Source: an optimization exercise on an open RTL-to-GDS flow (aim: small area, a short achievable clock period and few clock cycles). Production flows keep margins and buffers that such runs may drop. RTL that was checked went through simulation tests only; none was proved equivalent to the original. Function not checked in runs 2 to 8: the RTL went through the layout flow alone.

===== flow/run.sh =====
#!/bin/bash
# synth_recipe.tcl (not shown) runs the flow's synth.tcl, then flattens the netlist and writes it again
# the make line also repeats each setting of config.mk as NAME=value (left out here)
make -C /OpenROAD-flow-scripts/flow DESIGN_CONFIG=/design/flow/config.mk WORK_HOME=/design/flow/orfs CLKGATE_MAP_FILE= SYNTH_SCRIPT=/design/flow/synth_recipe.tcl finish

===== flow/config.mk =====
export PLATFORM = sky130hd
export DESIGN_NAME = binary_to_bcd
export DESIGN_NICKNAME = binary_to_bcd
export VERILOG_FILES = /design/flow/design.v
export SDC_FILE = /design/flow/constraint.sdc
export NUM_CORES = 4
export LEC_CHECK = 0
export CAP_MARGIN = 20
export CORE_MARGIN = 2
export CORE_UTILIZATION = 40
export SLEW_MARGIN = 20

===== flow/constraint.sdc =====
create_clock -name core_clock -period 6.0 [get_ports {clk_in}]
set_input_delay 1.2000 -clock core_clock [delete_from_list [all_inputs] [get_ports {clk_in}]]
set_output_delay 1.2000 -clock core_clock [all_outputs]
set_load 0.01 [all_outputs]

===== flow/design.v =====
`timescale 1ns / 1ps
module binary_to_bcd( input clk_in,
                      input [5:0] game_state,
                      input start,
                      input [23:0] binary_in,
                      output logic [31:0] bcd_out,
                      output logic busy
    );
    parameter RESET = 1;
    parameter IDLE = 0;
    parameter BUSY = 1;
    parameter DONE = 2;
    logic [1:0] state;
    logic [23:0] bin_in;
    logic [3:0] D_7, D_6, D_5, D_4, D_3, D_2, D_1, D_0;
    assign bcd_out = {D_7, D_6, D_5, D_4, D_3, D_2, D_1, D_0};
    always_ff @ (posedge clk_in) begin
        if (game_state == RESET) begin
            D_7 <= 0;
            D_6 <= 0;
            D_5 <= 0;
            D_4 <= 0;
            D_3 <= 0;
            D_2 <= 0;
            D_1 <= 0;
            D_0 <= 0;
            bin_in <= 0;
            state <= IDLE;
            busy <= 0;
        end else case(state)
            IDLE: begin
                if (start) begin
                    D_7 <= (binary_in >= 10_000_000) ? 0 : 4'hA;
                    D_6 <= (binary_in >= 1_000_000) ? 0 : 4'hA;
                    D_5 <= (binary_in >= 100_000) ? 0 : 4'hA;
                    D_4 <= (binary_in >= 10_000) ? 0 : 4'hA;
                    D_3 <= (binary_in >= 1_000) ? 0 : 4'hA;
                    D_2 <= (binary_in >= 100) ? 0 : 4'hA;
                    D_1 <= (binary_in >= 10) ? 0 : 4'hA;
                    D_0 <= 0;
                    bin_in <= binary_in;
                    state <= BUSY;
                    busy <= 1;
                end else state <= IDLE;
            end
            BUSY: begin
                if (bin_in >= 10_000_000) begin
                    bin_in <= bin_in - 10_000_000;
                    D_7 <= D_7 + 1;
                end else if (bin_in >= 1_000_000) begin
                    bin_in <= bin_in - 1_000_000;
                    D_6 <= D_6 + 1;
                end else if (bin_in >= 100_000) begin
                    bin_in <= bin_in - 100_000;
                    D_5 <= D_5 + 1;
                end else if (bin_in >= 10_000) begin
                    bin_in <= bin_in - 10_000;
                    D_4 <= D_4 + 1;
                end else if (bin_in >= 1_000) begin
                    bin_in <= bin_in - 1_000;
                    D_3 <= D_3 + 1;
                end else if (bin_in >= 100) begin
                    bin_in <= bin_in - 100;
                    D_2 <= D_2 + 1;
                end else if (bin_in >= 10) begin
                    bin_in <= bin_in - 10;
                    D_1 <= D_1 + 1;
                end else begin
                    D_0 <= bin_in;
                    state <= DONE;
                    busy <= 0;
                end
            end
            DONE: begin
                state <= IDLE;
            end
            default: state <= IDLE;
        endcase                           
    end
endmodule

==> summary.md, run 1 <==
| Metric | Value |
|---|---|
| MaxCap Viol Count | `0` |
| NumNets Final | `861` |
| Post-CTS Hold Fix Bufs | `0` |
| Setup WS post-layout | `1.80 ns` |
| Chip Width | `121 um` |
| GR Layer Usage met1 | `39.3%` |
| CTS resizes | `0` |
| EDFF count, synth | `0` |
| First-pass DRT Iterations | `6` |
| Data arrival, critical path | `4.40 ns` |
| RD Place Congestion | `1.01` |
| Worst-Margin Slew | `1.02 ns` |
| Post-Syn Area | `0.00550 mm^2` |
| Post-synthesis adder-cell area fraction | `7.74%` |
| Ys Warns | `1` |
| Longest Clk Path Bufs | `2` |
| Area delta synth->final | `18.8%` |
| Port Buffers | `64` |
| Xor/xnor share of the synthesized area | `1.59%` |
| Max Clk Rate | `238 MHz` |
| WP data required | `6.20 ns` |
| Worst hold path class | `reg -> reg` |
| Largest family of logic cells by synthesized area | `compound AO/OA/AOI/OAI gates` |
| Top_reg_cell synth | `dfxtp_1` |
| Commonest non-fill, non-tap cell in the layout | `nor2_1` |
| Final setup violation count | `0` |
| Final Hold Viols | `0` |
| Total Die Area | `0.0147 mm^2` |
| Crit-path max FO | `16` |
| Fin Setup TNS | `0 ns` |
| Via count | `6341` |
| Share of cells above drive strength 1 | `6.88%` |
| Inserted Diodes | `0` |
| I/O Pins | `65` |
| DP Worst Slack | `1.99 ns` |
| Clk sink count | `59` |
| Post-DP HPWL | `15.5 mm` |
| Cts bufs inserted | `9` |
| Flop-to-flop setup slack | `1.80 ns` |
| DRT Wirelength | `21.1 mm` |
| RSZ-0062 raised after global routing | `false` |
| Syn Area/Cell | `7.19 um^2` |
| Synth async-reset ratio | `0%` |
| Synth Register Bits | `59` |
| Initial Utilization | `41.2%` |
| First-pass GRT wire length | `33.2 mm` |
| Multiplexer share of the synthesized area | `2.60%` |
| Clock Tree Root | `clkbuf_16` |
| H-tree depth | `3` |
| M2 GR Usage | `44.7%` |
| Gr ovfl total | `0` |
| Post-route DRC | `0` |
| Largest net degree at the start of global routing | `50` |
| Worst-path clk slew | `0.06 ns` |
| Max-Slew Margin vs Limit | `31.7%` |
| Hold slack | `0.467 ns` |
| Clk latency of the worst-skew pair | `0.33 ns` |
| Starting DRT DRC Count | `695` |
| Count of cell types in the netlist | `78` |
| CTS tree | `yes` |
| # rows | `42` |
| Die boundary height | `121 um` |
| Final antenna-violating net count | `0` |
| CORE AREA | `0.0133 mm^2` |
| Vias in the first global route | `5971` |
| GRT Resource Usage Total | `28.8%` |
| Post-route clock period utilization | `70.0%` |
| Min cycle time layout | `4.20 ns` |
| Post-CTS Setup Repair Bufs | `0` |
| Post-synthesis simple-gate area fraction | `29.1%` |
| CP Capture Type | `flop` |
| Crit Path Class | `reg -> reg` |
| Synth Area in Compound Gates | `32.1%` |
| Register area share after synthesis | `21.5%` |
| Worst Setup Start Kind | `flop` |
| Met3 Use GR | `5.17%` |
| Final Skew | `0.00519 ns` |
| Most frequent cells in the layout | `78 x nor2_1, 77 x a21oi_1, 71 x nand2_1, 64 x clkdlybuf4s50_1, 59 x dfxtp_1` |
| Vias per std cell | `6.50` |
| Status | `complete, no violations` |
| Mapped Cells | `764` |
| Syn_nets | `830` |
| Initial antenna violation count | `0` |
| Fin. max-slew vios | `0` |
| Routed WL per cell | `21.6 um` |
| Grt peak-use layer | `met2` |
[synthesized netlist by cell type (all sizes together), types with 3 or more instances]
library cell | instances | area, um^2
o22ai | 4 | 25.0
and3 | 14 | 87.6
nand4 | 14 | 87.6
nand2b | 10 | 62.6
a31oi | 14 | 87.6
buf | 10 | 62.6
a41oi | 4 | 35.0
or4 | 12 | 97.6
dfxtp | 59 | 1180
mux2i | 12 | 120
o211a | 4 | 40.0
o21a | 7 | 52.6
o221ai | 3 | 26.3
or2 | 5 | 31.3
clkbuf | 41 | 154
a211oi | 15 | 118
nor3 | 29 | 145
nand2 | 72 | 273
or3 | 5 | 36.3
a22oi | 9 | 67.6
nor3b | 3 | 22.5
a21bo | 6 | 60.1
and2 | 6 | 37.5
o21ai | 48 | 244
o41ai | 3 | 26.3
a2111oi | 4 | 41.3
xor2 | 7 | 61.3
a21oi | 78 | 394
xnor2 | 3 | 26.3
nand3 | 36 | 180
o211ai | 7 | 57.6
o31ai | 14 | 119
ha | 34 | 425
nor4 | 15 | 121
a21o | 8 | 60.1
a221oi | 5 | 56.3
inv | 21 | 78.8
nor2 | 78 | 293
nand3b | 5 | 37.5
[path summary, 6_finish.rpt]
kind,to,startpoint,depth (start not counted)
worst min-delay path,D_0[0],D_0[0],2
worst max-delay path,D_5[2],bin_in[10],9
worst max register to register,D_5[2],bin_in[10],9
worst min register to register,D_0[0],D_0[0],2
[metal layers]
metal  vias up  wire, um  share of wire [%]
met5         -         0                  0
met4         0       666                3.2
met3        54      1720                8.1
met2       335      9500                 45
met1      2991      9190                 44
li1       2961         -                  -
[worst max-delay path, stage by stage, from the launching register on]
cell	delay, ns
dfxtp_1	0.51
nor4_1	0.94
o21ai_0	0.45
a21o_1	0.32
a21oi_2	0.76
nand4_1	0.21
a21oi_1	0.53
nand2_1	0.14
xor2_1	0.15
nor2_1	0.05
[cells by family after synthesis]
family,Yosys count
and+or+nand+nor,314
AOI/OAI and AO/OA,261
buffers and inverters,72
DFF,59
adders and majority gates,34
muxes,14
xor gates and xnor gates,10
[sequential cells by signal, indices dropped and copies added (netlist names)]
name / count
D_5: 4
state: 2
D_7: 4
bin_in: 24
busy: 1
D_4: 4
D_0: 4
D_6: 4
D_1: 4
D_3: 4
D_2: 4
[metrics by stage]
stage	instances	util (%)	instance area (um^2)
final	976	48.9	6530
after global routing	976	48.9	6530
after CTS	976	48.9	6530
after detailed placement	960	46.5	6200
after global placement	960	46.5	6200
after floorplan	764	-	5500
[area by class of cell]
cell class	count	area [um^2]
Timing Repair Buffer	71	693
Clock buffer	10	239
Tap cell	176	220
Fill cell	1345	6820
Sequential cell	59	1180
Clock inverter	6	88.8
Inverter	21	78.8
Multi-Input combinational cell	633	4030
Testbench counts, summed over its fixed seeds: cycles 48,349.
==> run 2, diff against run 1 <==
==> flow/design.v (replaced) <==
`timescale 1ns / 1ps
module binary_to_bcd( input clk_in,
                      input [5:0] game_state,
                      input start,
                      input [23:0] binary_in,
                      output logic [31:0] bcd_out,
                      output logic busy
    );
    localparam int K  = 4;           
    localparam int G  = 8;           
    localparam int NT = 24 / K;        
    localparam int TW = $clog2(NT + 1);
    logic [31:0]   R;
    logic [TW-1:0] t;                  
    wire rst = (game_state == 6'd1);
    logic [31:0]   ld;
    logic [TW-1:0] t0;
    always_comb begin
        ld = {binary_in, 8'h00};
        t0 = '0;
        for (int s = G; s < 24; s += G)
            if ((binary_in >> (24 - s)) == 24'd0) begin
                ld = {binary_in << s, 8'h00};
                t0 = TW'(s / K);
            end
    end
    function automatic [3:0] a3(input [3:0] d);
        case (d)
            4'd5: a3 = 4'd8;
            4'd6: a3 = 4'd9;
            4'd7: a3 = 4'd10;
            4'd8: a3 = 4'd11;
            4'd9: a3 = 4'd12;
            default: a3 = d;
        endcase
    endfunction
    logic [31:0] nxt, blk;
    always_comb begin
        logic lead;
        nxt = R;
        for (int l = 0; l < K; l++) begin
            for (int j = 0; j < 7; j++)
                if (j == 0 || int'(t) * K + l >= 4 * j - 4)
                    nxt[4*j +: 4] = a3(nxt[4*j +: 4]);
            nxt = {nxt[30:0], nxt[31]};
        end
        blk = nxt;
        lead = 1'b1;
        for (int j = 7; j >= 1; j--) begin
            if (lead && nxt[4*j +: 4] == 4'd0) blk[4*j +: 4] = 4'hA;
            else lead = 1'b0;
        end
    end
    wire last = (t == TW'(NT - 1));
    always_ff @(posedge clk_in) begin
        t <= busy ? t + 1'b1 : t0;
        if (rst) begin
            busy <= 1'b0;
            R    <= '0;
        end else if (busy) begin
            busy <= !last;
            R    <= last ? blk : nxt;
        end else if (start) begin
            busy <= 1'b1;
            R    <= ld;
        end
    end
    assign bcd_out = R;
endmodule
--- a/flow/config.mk
+++ b/flow/config.mk
@@ -7,2 +7,3 @@
 export LEC_CHECK = 0
+export ABC_AREA = 1
 export CAP_MARGIN = 20
==> run 2 against run 1 <==
Compared with the run above: worst setup slack got worse by 0.20 ns; sequential share of layout area fell by 6.1 points; clock skew fell by 0.0020 ns; register-to-register slack got worse by 0.20 ns; critical path depth rose by 16; global-route usage fell by 5.6 points; synthesized area fell by 7.1%; critical endpoint is now R[7].
==> summary.md, run 2 <==
| Metric | Value |
|---|---|
| GRT Resource Usage Total | `23.1%` |
| Clock Tree Root | `clkbuf_16` |
| Fin. max-slew vios | `0` |
| First-pass DRT Iterations | `6` |
| Initial antenna violation count | `0` |
| Mapped Cells | `991` |
| Port Buffers | `64` |
| Total Die Area | `0.0137 mm^2` |
| Register area share after synthesis | `14.1%` |
| Vias in the first global route | `5398` |
| MaxCap Viol Count | `0` |
| Worst Setup Start Kind | `flop` |
| Final antenna-violating net count | `0` |
| Via count | `6246` |
| DRT Wirelength | `15.6 mm` |
| Synth top area cells | `nand2_1 26%, dfxtp_1 14%, nand3_1 10%, nor2_1 8.5%, inv_1 8.1%` |
| H-tree depth | `2` |
| NumNets Final | `1085` |
| RD Place Congestion | `0.906` |
| Reg with most FFs | `R` |
| Crit Path Class | `reg -> reg` |
| Routed WL per cell | `12.8 um` |
| Synth async-reset ratio | `0%` |
| Worst hold path class | `reg -> reg` |
| Clk sink count | `36` |
| RSZ-0062 raised after global routing | `false` |
| Post-CTS Setup Repair Bufs | `0` |
| CTS tree | `yes` |
| Hold slack | `0.508 ns` |
| Post-route DRC | `0` |
| Chip Width | `117 um` |
| Starting DRT DRC Count | `601` |
| Post-Syn Area | `0.00511 mm^2` |
| Synth cell count leaders | `351 x nand2_1, 115 x nor2_1, 110 x inv_1, 103 x nand3_1, 55 x a21oi_1` |
| Die boundary height | `117 um` |
| Syn Area/Cell | `5.15 um^2` |
| Clk latency of the worst-skew pair | `0.28 ns` |
| Largest net degree at the start of global routing | `32` |
| Worst-Margin Slew | `0.890 ns` |
| Min cycle time layout | `4.40 ns` |
| Largest regs | `R (32), t (3), busy (1)` |
| CORE AREA | `0.0125 mm^2` |
| CP Capture Type | `flop` |
| Data arrival, critical path | `4.62 ns` |
| Final Hold Viols | `0` |
| Commonest non-fill, non-tap cell in the layout | `nand2_1` |
| Cell accounting for the most synthesized area | `nand2_1` |
| Top_reg_cell synth | `dfxtp_1` |
| CTS resizes | `0` |
| Share of cells above drive strength 1 | `8.40%` |
| Longest Clk Path Bufs | `2` |
| EDFF count, synth | `0` |
| Setup WS post-layout | `1.60 ns` |
| Initial Utilization | `40.8%` |
| Cts bufs inserted | `5` |
| Status | `complete, no violations` |
| Worst-path clk slew | `0.06 ns` |
| I/O Pins | `65` |
| Post-CTS Hold Fix Bufs | `0` |
| Count leader, synth | `nand2_1` |
| Crit-path max FO | `22` |
| Inserted Diodes | `0` |
| Gr ovfl total | `0` |
| Synth Register Bits | `36` |
| Fin Setup TNS | `0 ns` |
| Post-synth top area share | `25.8%` |
| # rows | `41` |
| Syn_nets | `1029` |
| Max reg flops | `32` |
| Post-route clock period utilization | `73.3%` |
| First-pass GRT wire length | `25.5 mm` |
| Area delta synth->final | `18.1%` |
| Max Clk Rate | `227 MHz` |
| Vias per std cell | `5.12` |
| Post-DP HPWL | `12.5 mm` |
| Most frequent cells in the layout | `351 x nand2_1, 114 x nor2_1, 110 x inv_1, 103 x nand3_1, 64 x clkdlybuf4s50_1` |
| Placed Area | `0.00587 mm^2` |
| Max-Slew Margin vs Limit | `40.6%` |
| Final Cell Area | `0.00603 mm^2` |
| Ys Warns | `1` |
| Final Skew | `0.00316 ns` |
| WP data required | `6.22 ns` |
| Final setup violation count | `0` |
| Count of cell types in the netlist | `45` |
| DP Worst Slack | `1.63 ns` |
-- run 2: final cells by class --
class,instances,area [um^2]
sequential,36,721
multi-input combinational,805,3770
clock buffer,5,125
inverter,132,495
clock inverter,3,42.5
timing repair buffer,67,663
tap,172,215
fill,1439,6480
-- run 2: worst paths after layout --
path | startpoint | end | slack, ns | depth (start not counted)
hold reg to reg | R[2] | R[2] | 0.51 | 2
setup / recovery | t[2] | R[7] | 1.60 | 25
hold / removal | R[2] | R[2] | 0.51 | 2
setup reg to reg | t[2] | R[7] | 1.60 | 25
-- run 2: worst max-delay path, cell delays in order (launching register included) --
cell and delay, ns:
dfxtp_1 0.90, inv_2 0.27, ha_1 0.31, nor2_4 0.12
nand2_4 0.09, a21oi_1 0.25, nand3_1 0.15, a31oi_1 0.19
nor2_1 0.13, nor2_2 0.14, nand2_1 0.06, nand2_1 0.08
nand2_1 0.09, nand2_1 0.12, nand2_2 0.10, nand3_1 0.15
nand2_2 0.08, a21oi_2 0.18, nand3_2 0.09, nor2_2 0.20
nand3_2 0.14, nor2_4 0.14, nand3_2 0.08, nand2_1 0.06
nand2_1 0.06, a21oi_2 0.13
-- run 2: logic make-up (layout without fill, tap and decap cells) --
group | after synthesis | count (layout) | share of synthesized area [%]
buffers and inverters | 150 | 207 | 12.1
AND/OR/NAND/NOR | 643 | 643 | 54.2
AO/OA/AOI/OAI | 156 | 156 | 18.1
adder cells (fa/ha/maj) | 6 | 6 | 1.47
flip-flops | 36 | 36 | 14.1
-- run 2: layer usage --
layer | up-vias | share of wire [%] | track usage (%)
met1 | 2733 | 50 | 33.4
met2 | 165 | 43 | 36.0
met5 | - | 0 | 0
met3 | 26 | 4.6 | 3.19
li1 | 3322 | - | -
met4 | 0 | 2.2 | 6.35
-- run 2: per-stage QoR --
| stage | std cells | util, % |
|---|---|---|
| after floorplan | 991 | - |
| after global placement | 1212 | 46.9 |
| after detailed placement | 1212 | 46.9 |
| after CTS | 1220 | 48.2 |
| after global routing | 1220 | 48.2 |
| final | 1220 | 48.2 |
==> run 3, diff against run 2 <==
--- a/flow/config.mk
+++ b/flow/config.mk
@@ -11,2 +11,3 @@
 export CORE_UTILIZATION = 40
+export SETUP_SLACK_MARGIN = 3.0
 export SLEW_MARGIN = 20
==> run 3 against run 2 <==
Compared with the run above: highest routed layer unchanged; cell count increased by 5.3%; worst setup slack better by 0.98 ns; still clean; largest cell class unchanged.
==> summary.md, run 3 <==
| Metric | Value |
|---|---|
| Count of cell types in the netlist | `45` |
| Final cell count without fillers | `1285` |
| Max-Slew Margin vs Limit | `26.2%` |
| Longest Clk Path Bufs | `2` |
| RD Place Congestion | `0.864` |
| Final design utilization | `60.4%` |
| Synth top area cells | `nand2_1 26%, dfxtp_1 14%, nand3_1 10%, nor2_1 8.5%, inv_1 8.1%` |
| Inserted Diodes | `0` |
| CORE AREA | `0.0125 mm^2` |
| Port Buffers | `64` |
| Clk latency of the worst-skew pair | `0.28 ns` |
| Largest net degree at the start of global routing | `27` |
| Area delta synth->final | `48.1%` |
| NumNets Final | `1150` |
| Post-CTS Hold Fix Bufs | `0` |
| Post-Syn Area | `0.00511 mm^2` |
| Synth Register Bits | `36` |
| Fillers | `1272` |
| Largest regs | `R (32), t (3), busy (1)` |
| Initial Utilization | `40.8%` |
| Total Die Area | `0.0137 mm^2` |
| Commonest non-fill, non-tap cell in the layout | `nand2_1` |
| WP data required | `6.22 ns` |
| Syn_nets | `1029` |
| # rows | `41` |
| I/O Pins | `65` |
| Final Cell Area | `0.00756 mm^2` |
| Final setup violation count | `0` |
| H-tree depth | `2` |
| Worst-Margin Slew | `1.11 ns` |
| Initial antenna violation count | `0` |
| Cell accounting for the most synthesized area | `nand2_1` |
| Fin. max-slew vios | `0` |
| Post-synth top area share | `25.8%` |
| First-pass GRT wire length | `27.2 mm` |
| Status | `complete, no violations` |
| Routed WL per cell | `13.8 um` |
| Hold slack | `0.503 ns` |
| Post-DP HPWL | `12.6 mm` |
| Hold depth | `2` |
| Count leader, synth | `nand2_1` |
| Starting DRT DRC Count | `437` |
| Placed Area | `0.00595 mm^2` |
| CTS tree | `yes` |
| Chip Width | `117 um` |
| Cts bufs inserted | `5` |
| Vias in the first global route | `5756` |
| Share of cells above drive strength 1 | `32.0%` |
| Max reg flops | `32` |
| FF/Latch Area | `756 um^2` |
| Clk sink count | `36` |
| Post-route clock period utilization | `57.0%` |
| Syn Area/Cell | `5.15 um^2` |
| Data arrival, critical path | `3.63 ns` |
| Final Skew | `0.00190 ns` |
| Register area share after synthesis | `14.1%` |
| First-pass DRT Iterations | `5` |
| GRT Resource Usage Total | `24.5%` |
| Reg with most FFs | `R` |
| Ys Warns | `1` |
| Die boundary height | `117 um` |
| Worst hold path class | `reg -> reg` |
| Final antenna-violating net count | `0` |
| Top_reg_cell synth | `dfxtp_1` |
| RSZ-0062 raised after global routing | `true` |
| Via count | `6706` |
| EDFF count, synth | `0` |
| Crit Path Class | `reg -> reg` |
| Worst Setup Start Kind | `flop` |
| CP Capture Type | `flop` |
| MaxCap Viol Count | `0` |
| Fin Setup TNS | `0 ns` |
| Crit-path max FO | `6` |
| Clock Tree Root | `clkbuf_16` |
| Min cycle time layout | `3.42 ns` |
| DRT Wirelength | `17.7 mm` |
| Synth cell count leaders | `351 x nand2_1, 115 x nor2_1, 110 x inv_1, 103 x nand3_1, 55 x a21oi_1` |
| Mapped Cells | `991` |
| Worst-path clk slew | `0.06 ns` |
| Reg2Reg Depth | `27` |
| Multi-input logic area | `0.00472 mm^2` |
| Final Hold Viols | `0` |
| Most frequent cells in the layout | `276 x nand2_1, 97 x inv_1, 88 x nor2_1, 75 x nand3_1, 70 x nand2_2` |
| Gr ovfl total | `0` |
| Post-route DRC | `0` |
| Synth async-reset ratio | `0%` |
| Vias per std cell | `5.22` |
| Max Clk Rate | `293 MHz` |
| DP Cell Count | `1211` |
## run 3: cell counts after synthesis
No cell type changed its count.
## run 3: repair_timing
action | in CTS | in global routing
gates cloned | 0 | 0
buffers inserted | 35 | 31
gates resized for setup | 100 | 171
pin swaps | 49 | 85
endpoints found under the setup margin | 30 | 32
## run 3: routing by layer
metal	share of wire, %	GRT usage (%)	vias to the layer above
met5	0	0	-
met4	2.0	5.49	0
met3	4.9	2.32	35
met2	46	39.8	193
met1	47	35.3	3008
li1	-	-	3470
## run 3: final timing paths
path	startpoint	to	slack, ns
hold / removal	R[2]	R[2]	0.50
setup / recovery	t[0]	R[5]	2.58
setup reg to reg	t[0]	R[5]	2.58
hold reg to reg	R[2]	R[2]	0.50
## run 3: area by class of cell
class | count | area share (%)
clock buffer | 7 | 2.02
clock inverter | 1 | 0.397
inverter | 132 | 6.86
multi-input combinational | 805 | 62.4
sequential | 36 | 9.99
tap | 172 | 2.84
timing repair buffer | 132 | 15.5
## run 3: logic make-up after synthesis
kind of cell | count (synthesis) | share of synthesized area (%)
AOI/OAI and AO/OA | 156 | 18.1
and+or+nand+nor | 643 | 54.2
DFF | 36 | 14.1
buffers and inverters | 150 | 12.1
adders and majority gates | 6 | 1.47
## run 3: metrics by stage
step / worst slack, ns
after floorplan: 2.99
after global placement: 1.94
after detailed placement: 1.85
after CTS: 2.63
after global routing: 2.26
final: 2.58
## run 3: worst max-delay path: stages (launching register included)
cell and delay, ns:
dfxtp_4 0.37, buf_6 0.12, ha_4 0.16, inv_4 0.07, nand4_4 0.22, a21oi_4 0.21
nand3_2 0.10, nand3_2 0.11, nand2_4 0.09, inv_1 0.12, nand3_2 0.12, nand3_1 0.08
nand2_1 0.05, nand2_1 0.08, nand2_2 0.11, nand3_2 0.09, inv_1 0.04, nand2_1 0.06
nand2_2 0.08, a21oi_4 0.18, nand3_1 0.10, nor2_2 0.17, nand3_2 0.11, nor2_4 0.16
nand3_2 0.09, nand2_1 0.06, nand2_1 0.05, a21oi_2 0.13
==> run 4, diff against run 3 <==
--- a/flow/design.v
+++ b/flow/design.v
@@ -8,3 +8,3 @@
     );
-    localparam int K  = 4;           
+    localparam int K  = 2;           
     localparam int G  = 8;           
--- a/flow/config.mk
+++ b/flow/config.mk
@@ -11,3 +11,2 @@
 export CORE_UTILIZATION = 40
-export SETUP_SLACK_MARGIN = 3.0
 export SLEW_MARGIN = 20
==> run 4 against run 3 <==
Compared with the run above: non-clock buffer count is 65 lower; cell count decreased by 40%; largest cell class unchanged.
==> summary.md, run 4 <==
| Metric | Value |
|---|---|
| Count of cell types in the netlist | `43` |
| CORE AREA | `0.00818 mm^2` |
| MaxCap Viol Count | `0` |
| Final setup violation count | `0` |
| Vias in the first global route | `3900` |
| Max Clk Rate | `247 MHz` |
| GRT Resource Usage Total | `25.0%` |
| Cts bufs inserted | `5` |
| # rows | `33` |
| Count leader, synth | `nand2_1` |
| Final Skew | `0.0117 ns` |
| Synth async-reset ratio | `0%` |
| Final Hold Viols | `0` |
| Max reg flops | `32` |
| Total Die Area | `0.00917 mm^2` |
| Clk sink count | `37` |
| DRT Wirelength | `10.9 mm` |
| Gr ovfl total | `0` |
| Post-synth top area share | `22.4%` |
| Chip Width | `95.8 um` |
| Post-route clock period utilization | `67.4%` |
| Max-Slew Margin vs Limit | `45.7%` |
| Synth top area cells | `nand2_1 22%, dfxtp_1 22%, nand3_1 9.4%, nor2_1 8.4%, inv_1 6.9%` |
| H-tree depth | `2` |
| Initial Utilization | `41.2%` |
| Clk latency of the worst-skew pair | `0.30 ns` |
| Share of cells above drive strength 1 | `4.49%` |
| Synth Register Bits | `37` |
| Synth cell count leaders | `201 x nand2_1, 75 x nor2_1, 63 x nand3_1, 62 x inv_1, 46 x a21oi_1` |
| Vias per std cell | `5.39` |
| WP data required | `6.18 ns` |
| Syn_nets | `644` |
| Starting DRT DRC Count | `192` |
| Largest regs | `R (32), t (4), busy (1)` |
| Fin. max-slew vios | `0` |
| Commonest non-fill, non-tap cell in the layout | `nand2_1` |
| Via count | `4167` |
| Post-Syn Area | `0.00337 mm^2` |
| Worst-path clk slew | `0.09 ns` |
| Fin Setup TNS | `0 ns` |
| Clock Tree Root | `clkbuf_8` |
| CP Capture Type | `flop` |
| Port Buffers | `64` |
| Data arrival, critical path | `4.23 ns` |
| Min cycle time layout | `4.04 ns` |
| Post-DP HPWL | `8.49 mm` |
| CTS tree | `yes` |
| Worst hold path class | `reg -> reg` |
| Ys Warns | `1` |
| Post-CTS Hold Fix Bufs | `0` |
| Final design utilization | `51.4%` |
| Post-route DRC | `0` |
| Inserted Diodes | `0` |
| Syn Area/Cell | `5.53 um^2` |
| CTS resizes | `0` |
| Status | `complete, no violations` |
| Register area share after synthesis | `22.0%` |
| Placed Area | `0.00410 mm^2` |
| I/O Pins | `65` |
| Crit-path max FO | `11` |
| Worst Setup Start Kind | `input port` |
| Most frequent cells in the layout | `201 x nand2_1, 74 x nor2_1, 64 x clkdlybuf4s50_1, 63 x nand3_1, 62 x inv_1` |
| Largest net degree at the start of global routing | `37` |
| Cell accounting for the most synthesized area | `nand2_1` |
| First-pass GRT wire length | `18.3 mm` |
| Initial antenna violation count | `0` |
| EDFF count, synth | `0` |
| NumNets Final | `702` |
| Longest Clk Path Bufs | `2` |
| Final antenna-violating net count | `0` |
| Die boundary height | `95.8 um` |
| Reg with most FFs | `R` |
| Worst-Margin Slew | `0.811 ns` |
| Top_reg_cell synth | `dfxtp_1` |
| Area delta synth->final | `24.7%` |
| RSZ-0062 raised after global routing | `false` |
| Crit Path Class | `in -> reg` |
| Post-CTS Setup Repair Bufs | `0` |
| First-pass DRT Iterations | `5` |
| Final Cell Area | `0.00420 mm^2` |
| RD Place Congestion | `0.910` |
| Routed WL per cell | `14.1 um` |
| Mapped Cells | `609` |
## run 4: cell types whose count changed in the layout (fill, tap and decap cells not counted), moves of 12 or more
| cell | previous run | this run |
|---|---|---|
| nor2_2 | 21 | 4 |
| nand2_1 | 276 | 201 |
| nand3_2 | 30 | 2 |
| nand3_1 | 75 | 63 |
| buf_4 | 62 | 3 |
| nand2_2 | 70 | 2 |
| nand2_4 | 22 | 1 |
| inv_1 | 97 | 62 |
| nor2_4 | 20 | 1 |
| o21ai_2 | 15 | 0 |
| dfxtp_1 | 18 | 37 |
| nor2_1 | 88 | 74 |
| dfxtp_2 | 13 | 0 |
| inv_2 | 27 | 2 |
## run 4: final cells by class
cell class	count	area (um^2)
Clock buffer	6	82.6
Inverter	67	254
Multi-Input combinational cell	489	2310
Timing Repair Buffer	67	663
Sequential cell	37	741
Tap cell	105	131
Clock inverter	2	13.8
Fill cell	845	3980
## run 4: through the flow
stage / hold WS [ns] / std cells / setup slack, ns
floorplan: 0.417 / 609 / 3.14
global placement: 0.430 / 765 / 1.93
detailed placement: 0.432 / 765 / 1.72
CTS: 0.449 / 773 / 2.05
global route: 0.469 / 773 / 1.49
finish: 0.451 / 773 / 1.96
## run 4: worst paths after layout
| kind | from | endpoint | slack (ns) | depth (start not counted) |
|---|---|---|---|---|
| worst min register to register | t[0] | t[0] | 0.45 | 1 |
| worst max register to register | t[3] | R[17] | 3.05 | 18 |
| worst max-delay path | binary_in[23] | R[28] | 1.96 | 10 |
| worst min-delay path | t[0] | t[0] | 0.45 | 1 |
## run 4: cells by family after synthesis
kind of cell | after synthesis | share of synthesized area, %
AOI/OAI and AO/OA | 107 | 18.9
xor gates and xnor gates | 4 | 1.04
adders and majority gates | 3 | 1.11
buffers and inverters | 83 | 9.40
DFF | 37 | 22.0
and+or+nand+nor | 375 | 47.5
## run 4: critical path: stages
cell and delay [ns]:
clkdlybuf4s50_1 0.43, nor4_1 0.30, nand2_1 0.08, nor2_1 0.59, clkinv_1 0.47, nor2_1 0.43, inv_1 0.28, o21a_1 0.24
a22oi_1 0.14, a21oi_1 0.08
## run 4: per-layer routing
layer / vias to the layer above / GRT usage [%] / wire [um]
met1: 1923 / 32.8 / 5100
met5: - / 0 / 0
met3: 17 / 3.29 / 462
li1: 2122 / - / -
met2: 105 / 43.3 / 5220
met4: 0 / 6.19 / 144
==> run 5, diff against run 4 <==
--- a/flow/config.mk
+++ b/flow/config.mk
@@ -11,2 +11,3 @@
 export CORE_UTILIZATION = 40
+export SETUP_SLACK_MARGIN = 3.0
 export SLEW_MARGIN = 20
==> run 5 against run 4 <==
Compared with the run above: still clean on timing, DRC and antenna; die area stayed put; synthesized area stayed put; sequential share of layout area is 0.18 points lower; clock-buffer cell count stayed put; critical endpoint unchanged; largest cell class unchanged.
==> summary.md, run 5 <==
| Metric | Value |
|---|---|
| Status | `complete, no violations` |
| Most frequent cells in the layout | `201 x nand2_1, 69 x nor2_1, 64 x clkdlybuf4s50_1, 63 x nand3_1, 61 x inv_1` |
| DP Cell Count | `765` |
| H-tree depth | `2` |
| Clk latency of the worst-skew pair | `0.30 ns` |
| Worst hold path class | `reg -> reg` |
| Final setup violation count | `0` |
| Worst-path clk slew | `0.09 ns` |
| Initial Utilization | `41.2%` |
| Synth Register Bits | `37` |
| Most frequent CP cell | `nor2_4` |
| Crit Reg-Reg Endpoint | `R[17]` |
| Largest regs | `R (32), t (4), busy (1)` |
| Placed Area | `0.00410 mm^2` |
| NumNets Final | `704` |
| Max-Slew Margin vs Limit | `67.1%` |
| Longest Clk Path Bufs | `2` |
| Worst Setup Start Kind | `input port` |
| Worst Hold End | `t[0]` |
| Post-Syn Area | `0.00337 mm^2` |
| EDFF count, synth | `0` |
| Ys Warns | `1` |
| Vias per std cell | `5.38` |
| Starting DRT DRC Count | `182` |
| Slowest stage delay, CP | `0.44 ns` |
| Fin Setup TNS | `0 ns` |
| Share of cells above drive strength 1 | `6.42%` |
| Largest family of logic cells by synthesized area | `simple AND/OR/NAND/NOR gates` |
| # rows | `33` |
| Fin. max-slew vios | `0` |
| Routed WL per cell | `14.1 um` |
| DRT Wirelength | `11.0 mm` |
| Met3 Use GR | `3.45%` |
| Post-DP HPWL | `8.49 mm` |
| Gr ovfl total | `0` |
| Slowest cell on crit path | `clkdlybuf4s50_1` |
| Post-route clock period utilization | `47.0%` |
| GRT Resource Usage Total | `25.1%` |
| CTS tree | `yes` |
| Chip Width | `95.8 um` |
| Final cell count without fillers | `775` |
| RD Place Congestion | `0.910` |
| Final Cell Area | `0.00426 mm^2` |
| RR Startpoint | `R[21]` |
| Setup WS post-layout | `3.18 ns` |
| WP data required | `6.19 ns` |
| Commonest non-fill, non-tap cell in the layout | `nand2_1` |
| Xor/xnor share of the synthesized area | `1.04%` |
| Clk sink count | `37` |
| Hold slack | `0.450 ns` |
| MaxCap Viol Count | `0` |
| DP Worst Slack | `1.72 ns` |
| Cell accounting for the most synthesized area | `nand2_1` |
| Mapped Cells | `609` |
| Syn Area/Cell | `5.53 um^2` |
| Cts bufs inserted | `5` |
| CP Capture Type | `flop` |
| Hold path start | `t[0]` |
| Via count | `4171` |
| First-pass DRT Iterations | `5` |
| Data arrival, critical path | `3.00 ns` |
| CP Cell Sequence | `clkdlybuf4s50_1, nor4_2, nand2_1, nor2_4, inv_4, nor2_4, inv_2, o21a_1, a22oi_1, a21oi_1` |
| Hold depth | `1` |
| Max reg flops | `32` |
| Grt peak-use layer | `met2` |
| Total Die Area | `0.00917 mm^2` |
| GR Layer Usage met1 | `32.7%` |
| Post-synthesis adder-cell area fraction | `1.11%` |
| Largest net degree at the start of global routing | `37` |
| Worst-Margin Slew | `0.488 ns` |
| Crit-path max FO | `11` |
| Port Buffers | `64` |
| Synth cell count leaders | `201 x nand2_1, 75 x nor2_1, 63 x nand3_1, 62 x inv_1, 46 x a21oi_1` |
| Vias in the first global route | `3924` |
| Post-synthesis simple-gate area fraction | `47.5%` |
| Crit Path Class | `in -> reg` |
| Top_reg_cell synth | `dfxtp_1` |
| Max Clk Rate | `355 MHz` |
| Synth Area in Compound Gates | `18.9%` |
| Syn_nets | `644` |
| Inserted Diodes | `0` |
| Final antenna-violating net count | `0` |
| Final Hold Viols | `0` |
| Area delta synth->final | `26.4%` |
| RSZ-0062 raised after global routing | `false` |
| Clock Tree Root | `clkbuf_8` |
| First-pass GRT wire length | `18.4 mm` |
| M2 GR Usage | `43.5%` |
| Final Skew | `0.0129 ns` |
| I/O Pins | `65` |
| Min cycle time layout | `2.82 ns` |
| Die boundary height | `95.8 um` |
| Fillers | `841` |
| Register area share after synthesis | `22.0%` |
| CORE AREA | `0.00818 mm^2` |
| Final design utilization | `52.1%` |
| Multiplexer share of the synthesized area | `0%` |
| Initial antenna violation count | `0` |
| Count of cell types in the netlist | `43` |
| Count leader, synth | `nand2_1` |
| Synth top area cells | `nand2_1 22%, dfxtp_1 22%, nand3_1 9.4%, nor2_1 8.4%, inv_1 6.9%` |
| Post-route DRC | `0` |
| Post-synth top area share | `22.4%` |
| Reg2Reg Depth | `20` |
| Flop-to-flop setup slack | `3.32 ns` |
| Reg with most FFs | `R` |
| Synth async-reset ratio | `0%` |
[run 5: cell counts after synthesis]
No cell type changed its count.
[run 5: repair_timing]
item,CTS,global route
cloned,0,0
resized for setup,7,8
endpoints found under the setup margin,25,23
buffers inserted,1,1
hold buffers,0,0
pin swaps,1,1
[run 5: how the worst max path moves through the flow]
stage | from | to | slack (ns) | depth (start not counted)
final | binary_in[23] | R[28] | 3.18 | 10
after CTS | binary_in[23] | R[28] | 3.00 | 10
after floorplan | binary_in[23] | R[26] | 3.14 | 11
after global placement | binary_in[23] | R[28] | 1.93 | 10
after global routing | binary_in[23] | R[24] | 2.98 | 11
after detailed placement | binary_in[23] | R[28] | 1.72 | 10
[run 5: critical path, delay by kind of cell]
| kind | cells | cell delay (ns) |
|---|---|---|
| AO/OA/AOI/OAI | 3 | 0.41 |
| AND/OR/NAND/NOR | 4 | 0.74 |
| buffers and inverters | 3 | 0.64 |
[run 5: cell families (layout without fill, tap and decap cells)]
family          count (synthesis)  count (layout)
flops                          37              37
xor+xnor                        4               4
buf+inv                        83             144
simple gates                  375             375
compound gates                107             107
fa+ha+maj                       3               3
[run 5: per-layer routing]
layer	routed length, um	up-vias
met5	0	-
met4	206	0
met3	472	23
met2	5210	117
met1	5070	1904
li1	-	2127
[run 5: area by class of cell]
class	count	area, um^2	area share, %
sequential	37	743	17.5
clock inverter	2	13.8	0.323
timing repair buffer	69	678	15.9
clock buffer	6	82.6	1.94
multi-input combinational	489	2350	55.2
tap	105	131	3.09
inverter	67	256	6.03
==> run 6, diff against run 5 <==
--- a/flow/design.v
+++ b/flow/design.v
@@ -26,11 +26,9 @@
     end
-    function automatic [3:0] a3(input [3:0] d);
-        case (d)
-            4'd5: a3 = 4'd8;
-            4'd6: a3 = 4'd9;
-            4'd7: a3 = 4'd10;
-            4'd8: a3 = 4'd11;
-            4'd9: a3 = 4'd12;
-            default: a3 = d;
-        endcase
+    function automatic [4:0] dd(input [3:0] d, input c);
+        logic [3:0] a;
+        a[3] = d[3] | d[2] & (d[1] | d[0]);
+        a[2] = d[2] & !d[1] & !d[0] | d[3] & d[0];
+        a[1] = d[1] & !d[2] | d[1] & d[0] | d[3] & !d[0];
+        a[0] = !d[0] & (d[3] | d[2] & d[1]) | d[0] & !d[3] & !d[2];
+        dd = {a, c};
     endfunction
@@ -38,15 +36,20 @@
     always_comb begin
-        logic lead;
+        logic [32:0] r;
+        logic z;
         nxt = R;
         for (int l = 0; l < K; l++) begin
-            for (int j = 0; j < 7; j++)
-                if (j == 0 || int'(t) * K + l >= 4 * j - 4)
-                    nxt[4*j +: 4] = a3(nxt[4*j +: 4]);
-            nxt = {nxt[30:0], nxt[31]};
+            r[0] = nxt[31];
+            for (int j = 0; j < 8; j++)
+                if (j < 7 && (j == 0 || int'(t) * K + l >= 4 * j - 4))
+                    r[4*j +: 5] = dd(nxt[4*j +: 4], r[4*j]);
+                else
+                    r[4*j +: 5] = {nxt[4*j +: 4], r[4*j]};
+            nxt = r[31:0];
         end
         blk = nxt;
-        lead = 1'b1;
+        z = 1'b1;
         for (int j = 7; j >= 1; j--) begin
-            if (lead && nxt[4*j +: 4] == 4'd0) blk[4*j +: 4] = 4'hA;
-            else lead = 1'b0;
+            z = z & (nxt[4*j +: 4] == 4'd0);
+            blk[4*j+3] = nxt[4*j+3] | z;
+            blk[4*j+1] = nxt[4*j+1] | z;
         end
--- a/flow/config.mk
+++ b/flow/config.mk
@@ -11,3 +11,3 @@
 export CORE_UTILIZATION = 40
-export SETUP_SLACK_MARGIN = 3.0
+export SETUP_SLACK_MARGIN = 3.6
 export SLEW_MARGIN = 20
==> run 6 against run 5 <==
Compared with the run above: cell count is 0.26% lower; fmax grew 18%; sequential cell count is the same; register-to-register slack improved by 0.43 ns; still clean; critical path type unchanged; clock skew down 0.0074 ns.
==> summary.md, run 6 <==
| Metric | Value |
|---|---|
| Total Die Area | `0.00879 mm^2` |
| RSZ-0062 raised after global routing | `true` |
| Hold depth | `1` |
| Final antenna-violating net count | `0` |
| First-pass DRT Iterations | `5` |
| Commonest non-fill, non-tap cell in the layout | `nand2_1` |
| Synth cell count leaders | `175 x nand2_1, 75 x inv_1, 64 x nand3_1, 59 x nor2_1, 46 x a21oi_1` |
| WP data required | `6.22 ns` |
| Chip Width | `93.8 um` |
| Largest net degree at the start of global routing | `34` |
| Crit Path Class | `in -> reg` |
| Min cycle time layout | `2.39 ns` |
| Worst Setup Start Kind | `input port` |
| Max reg flops | `32` |
| CP Capture Type | `flop` |
| Worst-path clk slew | `0.08 ns` |
| Syn Area/Cell | `5.59 um^2` |
| Count of cell types in the netlist | `40` |
| Routed WL per cell | `15.1 um` |
| Count leader, synth | `nand2_1` |
| Vias in the first global route | `3686` |
| Top_reg_cell synth | `dfxtp_1` |
| Worst Hold End | `t[0]` |
| Synth top area cells | `dfxtp_1 23%, nand2_1 20%, nand3_1 9.9%, inv_1 8.7%, a21oi_1 7.1%` |
| DRT Wirelength | `11.7 mm` |
| Data arrival, critical path | `2.61 ns` |
| Via count | `4099` |
| Post-synth top area share | `23.0%` |
| Worst-Margin Slew | `0.466 ns` |
| CTS tree | `yes` |
| GRT Resource Usage Total | `26.6%` |
| Mapped Cells | `577` |
| Post-route DRC | `0` |
| Longest Clk Path Bufs | `2` |
| Final Skew | `0.00550 ns` |
| RR Startpoint | `t[0]` |
| Clock Tree Root | `clkbuf_8` |
| Final setup violation count | `0` |
| Die boundary height | `93.8 um` |
| Port Buffers | `64` |
| Worst hold path class | `reg -> reg` |
| Max Clk Rate | `419 MHz` |
| Area delta synth->final | `43.4%` |
| Vias per std cell | `5.30` |
| Gr ovfl total | `0` |
| First-pass GRT wire length | `18.6 mm` |
| Crit Reg-Reg Endpoint | `R[7]` |
| Reg2Reg Depth | `17` |
| Status | `complete, no violations` |
| Synth Register Bits | `37` |
| Final Hold Viols | `0` |
| Max-Slew Margin vs Limit | `68.8%` |
| MaxCap Viol Count | `0` |
| CORE AREA | `0.00777 mm^2` |
| # rows | `32` |
| Post-CTS Hold Fix Bufs | `0` |
| Cell accounting for the most synthesized area | `dfxtp_1` |
| Inserted Diodes | `0` |
| Initial antenna violation count | `0` |
| Post-route clock period utilization | `39.8%` |
| Clk latency of the worst-skew pair | `0.30 ns` |
| Cts bufs inserted | `5` |
| Synth async-reset ratio | `0%` |
| Clk sink count | `37` |
| Fin Setup TNS | `0 ns` |
| Initial Utilization | `41.5%` |
| EDFF count, synth | `0` |
| Starting DRT DRC Count | `295` |
| Post-DP HPWL | `8.34 mm` |
| Most frequent cells in the layout | `166 x nand2_1, 64 x inv_1, 56 x nand3_1, 47 x nor2_1, 42 x a21oi_1` |
| Fin. max-slew vios | `0` |
| Post-Syn Area | `0.00322 mm^2` |
| Hold slack | `0.421 ns` |
| Share of cells above drive strength 1 | `24.3%` |
| Hold path start | `t[0]` |
| NumNets Final | `705` |
| Flop-to-flop setup slack | `3.75 ns` |
| I/O Pins | `65` |
| H-tree depth | `2` |
| Syn_nets | `612` |
| Register area share after synthesis | `23.0%` |
| Largest regs | `R (32), t (4), busy (1)` |
| Crit-path max FO | `2` |
| Reg with most FFs | `R` |
| RD Place Congestion | `0.890` |
| Ys Warns | `1` |
==> run 6: changes by cell type after synthesis, sizes merged, moves of 2 or more <==
cell	delta
a2bb2oi	+2
a32oi	-3
inv	+12
nand2	-24
nand4	-4
nor2	-16
nor3	-5
o21ai	+6
o22ai	+7
xor2	-3
==> run 6: critical path, cell delays in order <==
cell	delay [ns]
buf_6	0.07
inv_4	0.03
buf_6	0.10
buf_6	0.10
buf_4	0.12
buf_6	0.10
buf_4	0.12
buf_6	0.10
buf_6	0.10
buf_6	0.10
buf_6	0.10
buf_6	0.10
nand3_2	0.06
a22oi_2	0.05
a21oi_1	0.14
==> run 6: worst max path at each step <==
stage | from | endpoint | cells after the start | slack, ns
2_1_floorplan | binary_in[17] | R[24] | 10 | 3.56
3_3_place_gp | binary_in[17] | R[23] | 9 | 2.75
3_5_place_dp | binary_in[17] | R[23] | 9 | 2.67
4_1_cts | binary_in[17] | R[28] | 10 | 3.49
5_1_grt | binary_in[19] | R[24] | 11 | 3.51
6_report | binary_in[23] | R[31] | 15 | 3.61
==> run 6: cell families (layout without fill, tap and decap cells) <==
kind of cell             after synthesis  count (layout)  share of synthesized area (%)
flip-flops                            37              37                           23.0
buffers and inverters                 96             189                           12.1
adder cells (fa/ha/maj)                3               3                           1.16
XOR/XNOR                               1               1                          0.272
AND/OR/NAND/NOR                      326             327                           42.9
AO/OA/AOI/OAI                        114             114                           20.5
==> run 6: metrics by stage <==
step,util [%],setup slack (ns),cells,cell area (um^2)
after floorplan,-,3.56,577,3260
after global placement,51.0,2.75,729,3960
after detailed placement,51.0,2.67,729,3960
after CTS,55.7,3.49,758,4320
after global routing,59.5,3.51,773,4620
final,59.5,3.61,773,4620
==> run 6: metal layers <==
metal	GRT usage, %	routed length [um]	share of wire [%]
met1	39.7	5700	49
met2	41.4	5210	45
met3	4.09	707	6.0
met4	3.50	85	0.73
met5	0	0	0
==> run 6: area by class of cell <==
cell class / count / area (um^2)
Timing Repair Buffer: 101 / 923
Tap cell: 102 / 128
Inverter: 79 / 334
Clock buffer: 6 / 72.6
Sequential cell: 37 / 792
Multi-Input combinational cell: 445 / 2360
Timing Repair inverter: 1 / 8.76
Fill cell: 783 / 3140
Clock inverter: 2 / 10.0
==> run 6: repair_timing <==
item / in CTS / in global routing
cloned: 1 / 2
setup buffers: 20 / 13
pin swaps: 22 / 25
gates resized for setup: 130 / 77
endpoints found under the setup margin: 59 / 25
==> run 7, diff against run 6 <==
--- a/flow/config.mk
+++ b/flow/config.mk
@@ -11,3 +11,3 @@
 export CORE_UTILIZATION = 40
-export SETUP_SLACK_MARGIN = 3.6
+export SETUP_SLACK_MARGIN = 4.2
 export SLEW_MARGIN = 20
==> run 7 against run 6 <==
Compared with the run above: clock-buffer cell count did not move; first-iteration DRC count rose by 56%; sequential cell count did not move; cell count rose by 7.9%; routed wire length rose by 21%; critical path type unchanged; critical path depth fell by 4; highest routed layer unchanged; largest cell class unchanged; die area did not move; critical endpoint is now R[27]; register-to-register slack got worse by 0.08 ns.
==> summary.md, run 7 <==
| Metric | Value |
|---|---|
| Worst-path clk slew | `0.08 ns` |
| # rows | `32` |
| Met3 Use GR | `5.06%` |
| Largest regs | `R (32), t (4), busy (1)` |
| GR Layer Usage met1 | `42.4%` |
| Vias per std cell | `5.56` |
| Fin. max-slew vios | `0` |
| First-pass DRT Iterations | `5` |
| Syn Area/Cell | `5.59 um^2` |
| Final cell count without fillers | `834` |
| Mapped Cells | `577` |
| Max reg flops | `32` |
| Synth cell count leaders | `175 x nand2_1, 75 x inv_1, 64 x nand3_1, 59 x nor2_1, 46 x a21oi_1` |
| Final Hold Viols | `0` |
| Vias in the first global route | `4159` |
| Worst hold path class | `reg -> reg` |
| Flop-to-flop setup slack | `3.67 ns` |
| Cell accounting for the most synthesized area | `dfxtp_1` |
| M2 GR Usage | `50.0%` |
| Cts bufs inserted | `5` |
| Post-DP HPWL | `8.40 mm` |
| Clk latency of the worst-skew pair | `0.31 ns` |
| EDFF count, synth | `0` |
| Largest net degree at the start of global routing | `29` |
| Longest Clk Path Bufs | `2` |
| Count of cell types in the netlist | `40` |
| Crit path to | `R[27]` |
| RR Startpoint | `t[1]` |
| H-tree depth | `2` |
| Commonest non-fill, non-tap cell in the layout | `nand2_1` |
| Data arrival, critical path | `2.60 ns` |
| Chip Width | `93.8 um` |
| Clock Tree Root | `clkbuf_8` |
| Crit Path Class | `in -> reg` |
| Register area share after synthesis | `23.0%` |
| Worst-Margin Slew | `0.509 ns` |
| Status | `complete, no violations` |
| Clk sink count | `37` |
| Post-route DRC | `0` |
| Worst Setup Start Kind | `input port` |
| Port Buffers | `64` |
| Post-Syn Area | `0.00322 mm^2` |
| Reg with most FFs | `R` |
| CP Capture Type | `flop` |
| Min cycle time layout | `2.36 ns` |
| Via count | `4638` |
| CORE AREA | `0.00777 mm^2` |
| Routed WL per cell | `16.9 um` |
| Synth async-reset ratio | `0%` |
| Crit-path max FO | `7` |
| Post-synth top area share | `23.0%` |
| First-pass GRT wire length | `20.9 mm` |
| Worst setup path startpoint | `binary_in[19]` |
| DP Cell Count | `729` |
| Top_reg_cell synth | `dfxtp_1` |
| Max Clk Rate | `423 MHz` |
| CTS tree | `yes` |
| I/O Pins | `65` |
| Fin Setup TNS | `0 ns` |
| Area delta synth->final | `75.4%` |
| Final setup violation count | `0` |
| Final Skew | `0.00911 ns` |
| GRT Resource Usage Total | `30.6%` |
| MaxCap Viol Count | `0` |
| Total Die Area | `0.00879 mm^2` |
| Gr ovfl total | `0` |
| Hold path start | `R[7]` |
| Initial Utilization | `41.5%` |
| Share of cells above drive strength 1 | `44.7%` |
| Initial antenna violation count | `0` |
| Synth Register Bits | `37` |
| Reg2Reg Depth | `14` |
| WP data required | `6.24 ns` |
| Grt peak-use layer | `met2` |
| Final antenna-violating net count | `0` |
| Synth top area cells | `dfxtp_1 23%, nand2_1 20%, nand3_1 9.9%, inv_1 8.7%, a21oi_1 7.1%` |
| Most frequent cells in the layout | `158 x nand2_1, 73 x buf_4, 59 x inv_1, 52 x buf_6, 46 x nand3_1` |
| Ys Warns | `1` |
| Post-route clock period utilization | `39.4%` |
| Syn_nets | `612` |
| DRT Wirelength | `14.1 mm` |
| NumNets Final | `766` |
| Inserted Diodes | `0` |
| Starting DRT DRC Count | `459` |
| RSZ-0062 raised after global routing | `true` |
| Die boundary height | `93.8 um` |
| Max-Slew Margin vs Limit | `66.0%` |
| Count leader, synth | `nand2_1` |
| RD Place Congestion | `0.913` |
| Crit Reg-Reg Endpoint | `R[7]` |
==> run 7: worst max-delay path: stages <==
cell and delay [ns]:
buf_6 0.10, inv_6 0.04, nand4_1 0.13, nor4_4 0.24
nand2_4 0.14, clkinvlp_4 0.16, buf_6 0.14, nand2_1 0.08
nand3_1 0.19, a22oi_2 0.07, a21oi_1 0.12
==> run 7: worst min-delay path by stage <==
stage | cells past startpoint | slack [ns] | to
CTS | 2 | 0.48 | R[7]
global route | 2 | 0.51 | R[7]
detailed placement | 1 | 0.42 | t[0]
finish | 2 | 0.49 | R[7]
floorplan | 1 | 0.41 | t[0]
global placement | 1 | 0.41 | t[0]
==> run 7: kinds of logic (layout without fill, tap and decap cells) <==
logic type	count (synthesis)	count (layout)	synth area share, %
AND/OR/NAND/NOR	326	327	42.9
AO/OA/AOI/OAI	114	114	20.5
buffers and inverters	96	250	12.1
flip-flops	37	37	23.0
adder cells (fa/ha/maj)	3	3	1.16
XOR/XNOR	1	1	0.272
==> run 7: area by class of cell <==
type,instances,area (um^2)
fill,601,2110
timing repair buffer,162,1590
clock inverter,2,10.0
multi-input combinational,445,2650
clock buffer,6,72.6
inverter,79,342
tap,102,128
timing repair inverter,1,11.3
sequential,37,855
==> run 7: per-stage QoR <==
stage	hold slack [ns]	area [um^2]	utilization, %	worst slack, ns
final	0.490	5660	72.8	3.64
after floorplan	0.406	3380	-	3.57
after global placement	0.412	4020	51.8	2.77
after CTS	0.485	5270	67.9	3.51
after detailed placement	0.424	4020	51.8	2.67
after global routing	0.509	5660	72.8	3.52
==> run 7: what timing repair did <==
action                                 CTS  global route
buffers inserted                        77            12
endpoints found under the hold margin    0             0
pin swaps                               49            45
setup endpoints to repair               68            67
resized for setup                      365            99
hold buffers                             0             0
cloned                                   7             1
==> run 7: metal layers <==
metal / share of wire, % / vias up
li1: - / 2216
met1: 43 / 2138
met2: 45 / 247
met3: 9.0 / 37
met4: 3.0 / 0
met5: 0 / -
==> run 8, diff against run 7 <==
==> flow/flow/run.sh (new file) <==
#!/bin/bash
# Standard ORFS layout, with plain buf_1 cells as the port buffers.
set -euo pipefail
export BUFFER_PORTS_ARGS="-buffer_cell sky130_fd_sc_hd__buf_1"
bash standard.sh > standard_flow.log 2>&1
==> flow/standard.sh (new file) <==
#!/bin/bash
# synth_recipe.tcl (not shown) runs the flow's synth.tcl, then flattens the netlist and writes it again
# the make line also repeats each setting of config.mk as NAME=value (left out here)
make -C /OpenROAD-flow-scripts/flow DESIGN_CONFIG=/design/flow/config.mk WORK_HOME=/design/flow/orfs CLKGATE_MAP_FILE= SYNTH_SCRIPT=/design/flow/synth_recipe.tcl "${@:-finish}"
--- a/flow/config.mk
+++ b/flow/config.mk
@@ -11,3 +11,3 @@
 export CORE_UTILIZATION = 40
-export SETUP_SLACK_MARGIN = 4.2
+export SETUP_SLACK_MARGIN = 3.6
 export SLEW_MARGIN = 20
removed: flow/run.sh
==> run 8 against run 7 <==
Compared with the run above: still clean on timing, DRC and antenna; first-iteration DRC count decreased by 29%; die area unchanged; worst setup slack got worse by 0.075 ns; fmax decreased by 3.1%; worst hold slack got worse by 0.0070 ns; cell area decreased by 28%; synthesized cell count unchanged; routed wire length decreased by 23%; largest cell class unchanged.
==> summary.md, run 8 <==
| Metric | Value |
|---|---|
| Status | `complete, no violations` |
| Final Hold Viols | `0` |
| Max reg flops | `32` |
| EDFF count, synth | `0` |
| FF/Latch Area | `761 um^2` |
| Routed WL per cell | `14.4 um` |
| Post-Syn Area | `0.00322 mm^2` |
| Data arrival, critical path | `2.61 ns` |
| Area delta synth->final | `25.9%` |
| Min cycle time layout | `2.44 ns` |
| NumNets Final | `689` |
| RD Place Congestion | `0.932` |
| Synth async-reset ratio | `0%` |
| Total Die Area | `0.00879 mm^2` |
| Worst Setup Start Kind | `input port` |
| Most frequent cells in the layout | `166 x nand2_1, 65 x inv_1, 60 x buf_1, 59 x nand3_1, 48 x nor2_1` |
| Commonest non-fill, non-tap cell in the layout | `nand2_1` |
| MaxCap Viol Count | `0` |
| Gr ovfl total | `0` |
| Worst hold path class | `reg -> reg` |
| Cts bufs inserted | `5` |
| Post-synth top area share | `23.0%` |
| DRT Wirelength | `10.9 mm` |
| Post-route clock period utilization | `40.6%` |
| Fin. max-slew vios | `0` |
| Final Skew | `0.00643 ns` |
| Final setup violation count | `0` |
| Starting DRT DRC Count | `326` |
| Share of cells above drive strength 1 | `16.2%` |
| Clk latency of the worst-skew pair | `0.30 ns` |
| Inserted Diodes | `0` |
| WP data required | `6.17 ns` |
| RSZ-0062 raised after global routing | `true` |
| Multi-input logic area | `0.00229 mm^2` |
| Final antenna-violating net count | `0` |
| Post-route DRC | `0` |
| Clock Tree Root | `clkbuf_8` |
| Final cell count without fillers | `757` |
| Largest net degree at the start of global routing | `34` |
| Synth Register Bits | `37` |
| Max Clk Rate | `410 MHz` |
| Vias per std cell | `5.36` |
| Ys Warns | `1` |
| CP Capture Type | `flop` |
| Reg with most FFs | `R` |
| Longest Clk Path Bufs | `2` |
| Max-Slew Margin vs Limit | `71.9%` |
| CTS tree | `yes` |
| Cell accounting for the most synthesized area | `dfxtp_1` |
| DP Cell Count | `729` |
| Clk sink count | `37` |
| Worst-path clk slew | `0.07 ns` |
| Crit Path Class | `in -> reg` |
| First-pass DRT Iterations | `5` |
| Port Buffers | `64` |
| Synth cell count leaders | `175 x nand2_1, 75 x inv_1, 64 x nand3_1, 59 x nor2_1, 46 x a21oi_1` |
| Post-CTS Hold Fix Bufs | `0` |
| First-pass GRT wire length | `17.2 mm` |
| GRT Resource Usage Total | `24.4%` |
| Fin Setup TNS | `0 ns` |
| Die boundary height | `93.8 um` |
| Count of cell types in the netlist | `40` |
| # rows | `32` |
| Synth top area cells | `dfxtp_1 23%, nand2_1 20%, nand3_1 9.9%, inv_1 8.7%, a21oi_1 7.1%` |
| Syn_nets | `612` |
| I/O Pins | `65` |
| Via count | `4061` |
| Count leader, synth | `nand2_1` |
| Initial antenna violation count | `0` |
| H-tree depth | `2` |
| Initial Utilization | `41.5%` |
| Top_reg_cell synth | `dfxtp_1` |
| CORE AREA | `0.00777 mm^2` |
| Chip Width | `93.8 um` |
| Crit-path max FO | `7` |
| Fillers | `835` |
| Register area share after synthesis | `23.0%` |
| Vias in the first global route | `3619` |
| Syn Area/Cell | `5.59 um^2` |
| Mapped Cells | `577` |
| Largest regs | `R (32), t (4), busy (1)` |
| Worst-Margin Slew | `0.417 ns` |
| Post-DP HPWL | `8.01 mm` |
## run 8: cell counts after synthesis
No cell type changed its count.
## run 8: worst max-delay path: stages
cell and delay, ns:
buf_8 0.10, clkinv_8 0.03, nand4_1 0.13, nor4_4 0.28
nand2_2 0.19, nor2_4 0.17, clkinv_4 0.10, buf_6 0.13
o211ai_1 0.18, a31oi_1 0.10
## run 8: per-stage QoR
stage          cell area, um^2  setup slack (ns)  hold WS (ns)  util [%]
6_report                  4060              3.56         0.483      52.3
5_1_grt                   4060              3.45         0.501      52.3
4_1_cts                   3740              3.60         0.419      48.2
3_5_place_dp              3560              3.01         0.438      45.9
3_3_place_gp              3560              3.13         0.426      45.9
2_1_floorplan             3260              3.56         0.417         -
## run 8: cells by family after synthesis
kind of cell	after synthesis	synth area share, %
AO/OA/AOI/OAI	114	20.5
XOR/XNOR	1	0.272
buffers and inverters	96	12.1
flip-flops	37	23.0
AND/OR/NAND/NOR	326	42.9
adder cells (fa/ha/maj)	3	1.16
## run 8: layer usage
metal | track usage [%] | share of wire [%] | vias to the layer above
met5 | 0 | 0 | -
met4 | 8.45 | 2.3 | 0
met3 | 4.01 | 7.3 | 22
met2 | 37.1 | 43 | 171
met1 | 34.8 | 47 | 1822
li1 | - | - | 2046
## run 8: what timing repair did
action,4_1_cts,5_1_grt
endpoints found under the setup margin,23,21
buffers inserted,6,14
pin swaps,5,23
resized for setup,15,70
## run 8: worst paths after layout
path / depth (start not counted) / to / slack [ns] / startpoint
worst min register to register: 2 / R[3] / 0.48 / R[3]
worst max register to register: 8 / R[27] / 3.71 / busy
worst min-delay path: 2 / R[3] / 0.48 / R[3]
worst max-delay path: 10 / R[30] / 3.56 / binary_in[17]
## run 8: layout make-up
type | instances | area share (%)
tap | 102 | 3.14
sequential | 37 | 18.7
clock buffer | 6 | 1.79
multi-input combinational | 444 | 56.5
inverter | 79 | 8.23
timing repair buffer | 87 | 11.4
clock inverter | 2 | 0.247

-- re-timing with driven ports --
Ports are ideal in the flow. The routed layouts listed here were re-timed in OpenROAD. Step 1, drivers: a clkbuf_16 drives clk_in and a buf_2 each remaining input, both assumed. Step 2, shift: input delay + t, output delay - t, t = (earliest + latest rising clock arrival at the registers) / 2. This alone moves slack from input paths to output paths. Three values: ideal ports, drivers, drivers and shift; two values: the first two.
| run | t (ns) | setup slack, ns | hold slack, ns | worst setup path at the end | clock arrival spread, ns |
|---|---|---|---|---|---|
| run 1 | 0.365 | 1.800 / 1.800 / 1.800 | 0.467 / 0.467 / 0.467 | register to register | 0.005 / 0.005 |
| run 2 | 0.318 | 1.599 / 1.599 / 1.599 | 0.508 / 0.508 / 0.508 | register to register | 0.003 / 0.003 |
| run 3 | 0.314 | 2.582 / 2.582 / 2.518 | 0.503 / 0.503 / 0.503 | input to register | 0.002 / 0.002 |
| run 4 | 0.327 | 1.955 / 1.954 / 1.628 | 0.451 / 0.451 / 0.451 | input to register | 0.012 / 0.011 |
| run 5 | 0.328 | 3.181 / 3.180 / 2.853 | 0.450 / 0.450 / 0.450 | input to register | 0.013 / 0.013 |
| run 6 | 0.321 | 3.612 / 3.598 / 3.278 | 0.421 / 0.421 / 0.421 | input to register | 0.006 / 0.005 |
| run 7 | 0.336 | 3.637 / 3.639 / 3.304 | 0.490 / 0.490 / 0.490 | input to register | 0.009 / 0.009 |
| run 8 | 0.322 | 3.562 / 3.547 / 3.225 | 0.483 / 0.483 / 0.483 | input to register | 0.006 / 0.007 |
After both steps every run listed still meets setup and hold. For run 8, which loses most, drivers alone change the setup slack by -0.015 ns; drivers and shift together by -0.337 ns.
